This design comes from an exercise in tuning for small area and a short achievable clock period on the open sky130 flow, not from production work. Only simulation tests tie the RTL to the original design; equivalence was not proved.

## flow/design.v (module list and top-level ports; edited modules follow where they fit)
// module CalcDeterminant: 7567 lines
// module FA: 4 lines
// module HA: 4 lines
// module DeterminantTopModule: 16 lines
module DeterminantTopModule(clk, reset, SW, LED,
                             E00, E01, E02, 
                             E10, E11, E12, 
                             E20, E21, E22, 
                             determinant);
  // ...
==> flow/flow/run.sh <==
#!/bin/bash
set -euo pipefail
export BUFFER_PORTS_ARGS="-buffer_cell sky130_fd_sc_hd__buf_2"
bash standard.sh > standard_flow.log 2>&1
==> flow/standard.sh <==
#!/bin/bash
# synth_recipe.tcl (not shown) runs the flow's synth.tcl, then flattens the netlist and writes it again
# the make line also repeats each setting of config.mk as NAME=value (left out here)
make -C /OpenROAD-flow-scripts/flow DESIGN_CONFIG=/design/flow/config.mk WORK_HOME=/design/flow/orfs CLKGATE_MAP_FILE= SYNTH_SCRIPT=/design/flow/synth_recipe.tcl "${@:-finish}"
==> flow/config.mk <==
export PLATFORM = sky130hd
export DESIGN_NAME = DeterminantTopModule
export DESIGN_NICKNAME = DeterminantTopModule
export VERILOG_FILES = /design/flow/design.v
export SDC_FILE = /design/flow/constraint.sdc
export NUM_CORES = 4
export LEC_CHECK = 0
export ABC_AREA = 1
export CAP_MARGIN = 20
export CORE_MARGIN = 2
export CORE_UTILIZATION = 50
export SLEW_MARGIN = 20
export SYNTH_HIERARCHICAL = 1
export SYNTH_MINIMUM_KEEP_SIZE = 0
==> flow/constraint.sdc <==
create_clock -name core_clock -period 24.0 [get_ports {clk}]
set_input_delay 4.8000 -clock core_clock [delete_from_list [all_inputs] [get_ports {clk}]]
set_output_delay 4.8000 -clock core_clock [all_outputs]
set_load 0.01 [all_outputs]
==> flow_metrics.py, run 1 <==
metrics = {
    "timing": {
        "whs_ns": 1.27,
        "setup_tns_ns": 0,
    },
    "logic_synthesis": {
        "synth-async-reset-ratio_pct": 7.69,
        "yosys.cell_count.top_type": "nand2_1",
        "synthTopCellsByArea": "fa_1, xor2_1, o22ai_1",
        "synth-adder-area-share_pct": 42.1,
        "seq_area_frac_synth_pct": 7.56,
        "ys_seq_elements": 416,
        "netlist_instances": 13000,
        "synthSimpleGateAreaFrac_pct": 13.8,
    },
    "cells_and_area": {
        "seqCellArea_um2": 8500,
        "clockNetworkAreaShare_pct": 1.50,
        "drive_gt1_share_pct": 7.87,
        "multi_input_area_um2": 96100,
        "buf_share_pct": 3.41,
    },
    "floorplan": {
        "die_w_um": 478,
        "tapCellCount": 2975,
        "design.die.area_um2": 228000,
    },
    "worst_setup_path": {
        "startpoint": "E11[17]",
        "cp_data_required_time_ns": 24.62,
        "crit_path_max_incr_delay_ns": 1.33,
        "crit_top_cell": "fa_1",
        "worstPathArrival_ns": 11.40,
        "rr_startpoint": "one.m2_r0[7]$_DFF_P_",
        "cp_slowest_cell": "o21ai_2",
        "ff2ff_path_depth": 29,
        "critical_path.top_delay_family": "adder cells",
    },
    "hold_path": {
        "min_from": "one.ra[0]$_DFF_P_",
    },
    "detailed_routing": {
        "drtIter0Drc": 16200,
        "vias": 108000,
        "avgViaCountPerCell": 6.92,
        "met3_length_mm": 77.2,
        "routed.top_layer": "met5",
    },
    "job": {
        "cap_violations": 0,
    },
    "placement": {
        "placed_area_um2": 116000,
    },
    "clock_tree": {
        "cts_hold_buf": 0,
        "clock_sink_count": 416,
    },
    "global_routing": {
        "antenna_found_initial": 12,
        "grt_use_met3_pct": 17.8,
    },
    "status": {
        "run_status": "no timing/DRC/antenna violations",
    },
}
==> run 2, diff against run 1 <==
==> flow/flow/run.sh (replaced) <==
#!/bin/bash
set -euo pipefail
export BUFFER_PORTS_ARGS="-buffer_cell sky130_fd_sc_hd__buf_2"
export SETUP_SLACK_MARGIN=14.5
bash standard.sh > standard_flow.log 2>&1
==> run 2 against run 1 <==
Still clean. Synthesized area is the same. Flip-flop and latch count did not move. Fmax grew 9.9%. Final cell count increased by 0.15%. Non-clock buffer count grew 19. Sequential share of layout area hardly changed. Utilization increased by 0.28 points. Critical path type is now in -> out. Critical endpoint is now LED[11].
==> flow_metrics.py, run 2 <==
metrics = {
    "global_routing": {
        "grt-ovfl-total": 0,
        "grt_pass1_wl_mm": 773,
        "antenna_found_initial": 19,
        "grt_max_degree": 62,
        "grt_pass1_vias": 108000,
        "grt_use_total_pct": 47.1,
    },
    "clock_tree": {
        "clk-insertion-delay-late_ns": 0.77,
        "cts_tree": "yes",
        "path_clk_slew_ns": 0.07,
        "root_buffer": "clkbuf_16",
        "clockBufferDepth": 3,
        "htree_levels": 2,
        "cts_inserted_buffers": 50,
        "clock_sink_count": 416,
    },
    "worst_setup_path": {
        "endpoint_kind": "primary output",
        "crit_fanout": 2,
        "reg2reg_slack_ns": 14.86,
        "crit_path_max_incr_delay_ns": 0.11,
        "cp_data_required_time_ns": 19.20,
        "worstPathArrival_ns": 5.00,
        "critical_path.top_delay_family": "buffers and inverters",
        "path_class": "in -> out",
        "critPathCapture": "LED[11]",
        "cp_slowest_cell": "buf_6",
        "crit_path_start_kind": "input port",
        "crit_top_cell": "buf_6",
        "path_cells": "buf_6 > buf_6",
        "cp.depth": 2,
        "ff2ff_path_depth": 27,
        "reg2reg_to": "one.determinant[26]$_DFF_PP0_",
        "rr_startpoint": "one.m1_r0[3]$_DFF_P_",
        "path_buf_inv": 2,
        "startpoint": "E02[11]",
    },
    "logic_synthesis": {
        "ys_types": 43,
        "yosys.cell_count.top_type": "nand2_1",
        "seq_area_frac_synth_pct": 7.56,
        "synth_top_family_by_area": "adder cells",
        "synth-adder-area-share_pct": 42.1,
        "yosysWarnings": 7,
        "synth_compound_area_share_pct": 13.0,
        "synth_flop_cell": "dfxtp_1",
        "ys_top_cells_by_count": "nand2_1, fa_1, xor2_1",
        "ys_seq_elements": 416,
        "synthesis.area_um2": 112000,
        "synthMuxAreaShare_pct": 0,
        "synth-async-reset-ratio_pct": 7.69,
        "synthTopCellsByArea": "fa_1, xor2_1, o22ai_1",
        "netlist_instances": 13000,
        "synthSimpleGateAreaFrac_pct": 13.8,
        "yosys.area_share.xor_xnor_pct": 16.4,
        "yosys.area.top_type": "fa_1",
        "postSynthAreaPerCell_um2": 8.62,
        "synthesis.nets": 15800,
        "synth_top_area_share_pct": 39.2,
        "synth_edf_count": 0,
    },
    "hold_path": {
        "hold_class": "reg -> reg",
    },
    "detailed_routing": {
        "avgViaCountPerCell": 6.88,
        "first_pass_iters": 9,
        "drc": 0,
        "drtIter0Drc": 16000,
        "totalWireLength_mm": 552,
        "vias": 108000,
        "ant_nets": 0,
        "wl_per_cell_um": 35.3,
    },
    "cells_and_area": {
        "layout_commonest_cell": "fa_1",
        "final_cell_mix": "fa_1, nand2_1, xor2_1, o22ai_1, nand3_1",
        "nNetsFinal": 15400,
        "area_growth_pct": 5.17,
        "fin_area_um2": 118000,
        "drive_gt1_share_pct": 8.03,
        "fillers": 20700,
        "seqCellArea_um2": 8500,
        "multi_input_area_um2": 96100,
    },
    "timing": {
        "whs_ns": 1.26,
        "setup_tns_ns": 0,
        "drv_slew": 0,
        "fmax_mhz": 102,
        "rsz0062_at_grt": "yes",
        "period_share_pct": 40.8,
        "fin_crit_ns": 9.80,
        "setup_viol": 0,
        "finClkSkew_ns": 0.0645,
        "tightest_slew_ns": 1.35,
        "slew_headroom_pct": 9.73,
        "finalHoldViolCount": 0,
    },
    "floorplan": {
        "io_pins": 341,
        "design.die.area_um2": 228000,
        "rows": 173,
        "core_um2": 223000,
        "start_util_pct": 50.4,
        "die_h_um": 478,
        "die_w_um": 478,
    },
    "placement": {
        "place.gp.congestion": 1.02,
        "placed_area_um2": 116000,
        "dp_hpwl_mm": 383,
        "numPortBuffers": 337,
    },
    "job": {
        "cap_violations": 0,
    },
    "status": {
        "run_status": "no timing/DRC/antenna violations",
    },
}
==> run 2: changes by cell type in the layout (fill, tap and decap cells not counted), moves of 4 or more <==
cell	previous run	this run
buf_2	337	302
diode_2	10	15
buf_8	2	7
buf_4	298	282
inv_2	85	77
o21ai_4	21	25
buf_6	0	60
inv_4	1	6
==> run 2: worst min-delay path by stage <==
| stage | startpoint | end | slack [ns] | depth (start not counted) |
|---|---|---|---|---|
| global placement | one.ra[0]$_DFF_P_ | one.determinant[0]$_DFF_PP0_ | 1.23 | 5 |
| finish | one.ra[0]$_DFF_P_ | one.determinant[0]$_DFF_PP0_ | 1.26 | 5 |
| floorplan | one.rb[1]$_DFF_P_ | one.determinant[0]$_DFF_PP0_ | 0.76 | 3 |
| CTS | one.ra[0]$_DFF_P_ | one.determinant[0]$_DFF_PP0_ | 1.26 | 5 |
| detailed placement | one.ra[0]$_DFF_P_ | one.determinant[0]$_DFF_PP0_ | 1.23 | 5 |
| global route | one.ra[0]$_DFF_P_ | one.determinant[0]$_DFF_PP0_ | 1.36 | 5 |
==> run 2: cell families after synthesis <==
logic type      after synthesis
xor+xnor                   2094
buf+inv                    2011
compound gates             2392
simple gates               3654
fa+ha+maj                  2452
flops                       416
==> run 2: area by class of cell <==
cell class / count / share of cell area (%)
flip-flops and latches: 416 / 7.20
well taps: 2975 / 3.15
inverters: 887 / 2.85
repair buffers: 658 / 3.84
clock buffers: 65 / 1.16
clock inverters: 28 / 0.318
diodes: 15 / 0.0318
multi-input cells: 10600 / 81.4
==> run 2: per-stage QoR <==
stage / utilization (%) / cells / worst slack, ns
after global placement: 51.8 / 15500 / 13.15
after floorplan: - / 13000 / 14.30
final: 53.0 / 15600 / 14.20
after CTS: 52.8 / 15600 / 14.20
after global routing: 53.0 / 15600 / 14.19
after detailed placement: 51.9 / 15500 / 13.27
==> run 2: timing repair <==
item,4_1_cts,5_1_grt
setup endpoints to repair,69,60
resized for setup,52,48
gates cloned,3,1
setup buffers,9,13
hold buffers,0,0
pin swaps,5,4
==> run 2: Yosys stat by module, one instance, submodules excluded <==
module                cell area (um^2)  copies in the design  cells
DeterminantTopModule               120                     1     16
CalcDeterminant                  66600                     1  10700
HA                                12.5                   128      1
FA                                20.0                  2196      1
==> run 2: routing by layer <==
layer	vias up	global-route usage, %	share of wire, %
met4	14	43.9	12
met5	-	0.483	0.028
li1	42100	-	-
met3	2852	16.4	13
met2	9909	68.1	42
met1	52700	54.4	33
==> run 3, diff against run 2 <==
==> flow/flow/run.sh (replaced) <==
#!/bin/bash
set -euo pipefail
export BUFFER_PORTS_ARGS="-buffer_cell sky130_fd_sc_hd__buf_2"
export SETUP_SLACK_MARGIN=14.1
bash standard.sh > standard_flow.log 2>&1
==> run 3 against run 2 <==
Register-to-register slack got worse by 0.36 ns. Largest cell class unchanged.
==> flow_metrics.py, run 3 <==
metrics = {
    "logic_synthesis": {
        "ys_top_cells_by_count": "nand2_1, fa_1, xor2_1",
        "postSynthAreaPerCell_um2": 8.62,
        "netlist_instances": 13000,
        "synthesis.nets": 15800,
        "synth_edf_count": 0,
        "yosys.cell_count.top_type": "nand2_1",
        "seq_area_frac_synth_pct": 7.56,
        "synth-async-reset-ratio_pct": 7.69,
        "synth_top_area_share_pct": 39.2,
        "yosys.area.top_type": "fa_1",
        "synthesis.area_um2": 112000,
        "synth_flop_cell": "dfxtp_1",
        "yosysWarnings": 7,
        "ys_seq_elements": 416,
        "ys_types": 43,
        "synthTopCellsByArea": "fa_1, xor2_1, o22ai_1",
    },
    "timing": {
        "setup_viol": 0,
        "drv_slew": 0,
        "setup_tns_ns": 0,
        "finalHoldViolCount": 0,
        "fmax_mhz": 99.8,
        "tightest_slew_ns": 1.32,
        "slew_headroom_pct": 11.8,
        "rsz0062_at_grt": "no",
        "finClkSkew_ns": 0.0714,
        "period_share_pct": 41.8,
        "fin_crit_ns": 10.02,
    },
    "worst_setup_path": {
        "crit_path_start_kind": "input port",
        "path_class": "in -> reg",
        "crit_fanout": 62,
        "worstPathArrival_ns": 10.64,
        "endpoint_kind": "flip-flop",
        "cp_data_required_time_ns": 24.61,
    },
    "floorplan": {
        "start_util_pct": 50.4,
        "design.die.area_um2": 228000,
        "die_w_um": 478,
        "core_um2": 223000,
        "rows": 173,
        "die_h_um": 478,
        "io_pins": 341,
    },
    "detailed_routing": {
        "avgViaCountPerCell": 6.92,
        "vias": 108000,
        "drtIter0Drc": 16700,
        "wl_per_cell_um": 35.6,
        "drc": 0,
        "first_pass_iters": 10,
        "ant_nets": 0,
        "totalWireLength_mm": 555,
    },
    "cells_and_area": {
        "multi_input_area_um2": 96100,
        "nNetsFinal": 15300,
        "final_cell_mix": "fa_1, nand2_1, xor2_1, o22ai_1, nand3_1",
        "drive_gt1_share_pct": 7.89,
        "seqCellArea_um2": 8500,
        "layout_commonest_cell": "fa_1",
        "fin_area_um2": 117000,
        "area_growth_pct": 4.68,
        "fillers": 20800,
    },
    "placement": {
        "placed_area_um2": 116000,
        "place.gp.congestion": 1.05,
        "dp_hpwl_mm": 385,
        "numPortBuffers": 337,
    },
    "clock_tree": {
        "cts_inserted_buffers": 52,
        "clockBufferDepth": 3,
        "cts_hold_buf": 0,
        "cts_tree": "yes",
        "htree_levels": 2,
        "path_clk_slew_ns": 0.06,
        "clock_sink_count": 416,
        "root_buffer": "clkbuf_16",
        "clk-insertion-delay-late_ns": 0.77,
    },
    "job": {
        "cap_violations": 0,
    },
    "status": {
        "run_status": "no timing/DRC/antenna violations",
    },
    "global_routing": {
        "grt_use_total_pct": 47.5,
        "grt-ovfl-total": 0,
        "grt_pass1_wl_mm": 779,
        "grt_max_degree": 63,
        "antenna_found_initial": 18,
        "grt_pass1_vias": 109000,
    },
    "hold_path": {
        "hold_class": "reg -> reg",
    },
}
[run 3: cell counts after synthesis]
No cell type changed its count.
[run 3: final timing paths]
path / startpoint / to / slack (ns) / cells past startpoint
max in group asynchronous: reset / one.determinant[1]$_DFF_PP0_ / 19.50 / 3
min in group asynchronous: reset / one.determinant[29]$_DFF_PP0_ / 4.18 / 3
worst max-delay path: E21[0] / one.m1_r2[31]$_DFF_P_ / 13.98 / 12
worst min register to register: one.ra[0]$_DFF_P_ / one.determinant[0]$_DFF_PP0_ / 1.26 / 5
worst max register to register: one.m2_r0[8]$_DFF_P_ / one.determinant[26]$_DFF_PP0_ / 14.50 / 30
worst min-delay path: one.ra[0]$_DFF_P_ / one.determinant[0]$_DFF_PP0_ / 1.26 / 5
[run 3: per-layer routing]
layer	wire, um	up-vias	part of all wire [%]	global-route usage, %
li1	-	42100	-	-
met1	186000	52700	33	55.1
met2	229000	10100	41	68.2
met3	76400	3044	14	17.7
met4	64000	12	12	42.5
met5	118	-	0.021	0.273
[run 3: repair_timing]
action	CTS	global route
endpoints found under the setup margin	16	9
pin swaps	1	1
gates resized for setup	2	5
buffers inserted	0	0
gates cloned	0	1
[run 3: stage by stage]
| stage | hold WS (ns) | std cells | utilization, % | setup WS, ns |
|---|---|---|---|---|
| after floorplan | 0.761 | 13000 | - | 14.28 |
| after global placement | 1.24 | 15500 | 51.9 | 12.99 |
| after detailed placement | 1.25 | 15500 | 51.9 | 12.98 |
| after CTS | 1.27 | 15600 | 52.7 | 14.12 |
| after global routing | 1.32 | 15600 | 52.7 | 14.15 |
| final | 1.26 | 15600 | 52.7 | 13.98 |
[run 3: cells by family after synthesis]
family	Yosys count	synth area share, %
AOI/OAI and AO/OA	2392	13.0
and+or+nand+nor	3654	13.8
adders and majority gates	2452	42.1
xor gates and xnor gates	2094	16.4
buffers and inverters	2011	7.21
DFF	416	7.56
[run 3: area by class of cell]
type | count | area share, %
multi-input cells | 10600 | 81.8
flip-flops and latches | 416 | 7.23
repair buffers | 641 | 3.45
well taps | 2975 | 3.17
inverters | 887 | 2.85
clock buffers | 72 | 1.23
clock inverters | 25 | 0.272
diodes | 11 | 0.0234
[run 3: per-module statistics from Yosys, one instance, submodules excluded]
module                flip-flops and latches  area (um^2)
HA                                         0         12.5
DeterminantTopModule                       0          120
FA                                         0         20.0
CalcDeterminant                          416        66600
[run 3: critical path, cell delays in order]
cell and delay [ns]:
buf_2 0.26, inv_2 0.09, buf_4 0.87, nand2_2 0.86
o22ai_1 0.44, xor2_1 0.29, fa_1 0.50, fa_1 0.55
fa_1 0.49, fa_1 0.56, fa_1 0.41, fa_1 0.50

-- afterwards: timing with drivers on the ports --
In the flow no input, the clock included, has a driving cell. The finished layouts below were timed again as built, in two steps. Step 1 (the two cells are an assumption about what drives the block):
set clk [get_ports {clk}]
set_driving_cell -lib_cell sky130_fd_sc_hd__clkbuf_16 $clk
set_driving_cell -lib_cell sky130_fd_sc_hd__buf_2 [delete_from_list [all_inputs] $clk]
Step 2 adds t to the input delays and takes it off the output delays; t is the mean of the earliest and latest rising clock arrival at the registers after step 1. Input paths then give back, and output paths get back, about the clock's delay inside the block. Three values: ideal, step 1, step 2; two values: the first two.
run	shift t [ns]	setup WS [ns]	slew at the worst register clock pin (ns)
run 1	0.837	13.227 / 13.226 / 12.389	0.07 / 0.07
run 2	0.837	14.196 / 14.152 / 13.541	0.07 / 0.07
run 3	0.840	13.977 / 14.056 / 13.216	0.07 / 0.07
After both steps setup and hold are still met in every run listed. The setup slack of run 1, which loses most, moves by -0.001 ns with the drivers and by -0.838 ns with both steps.
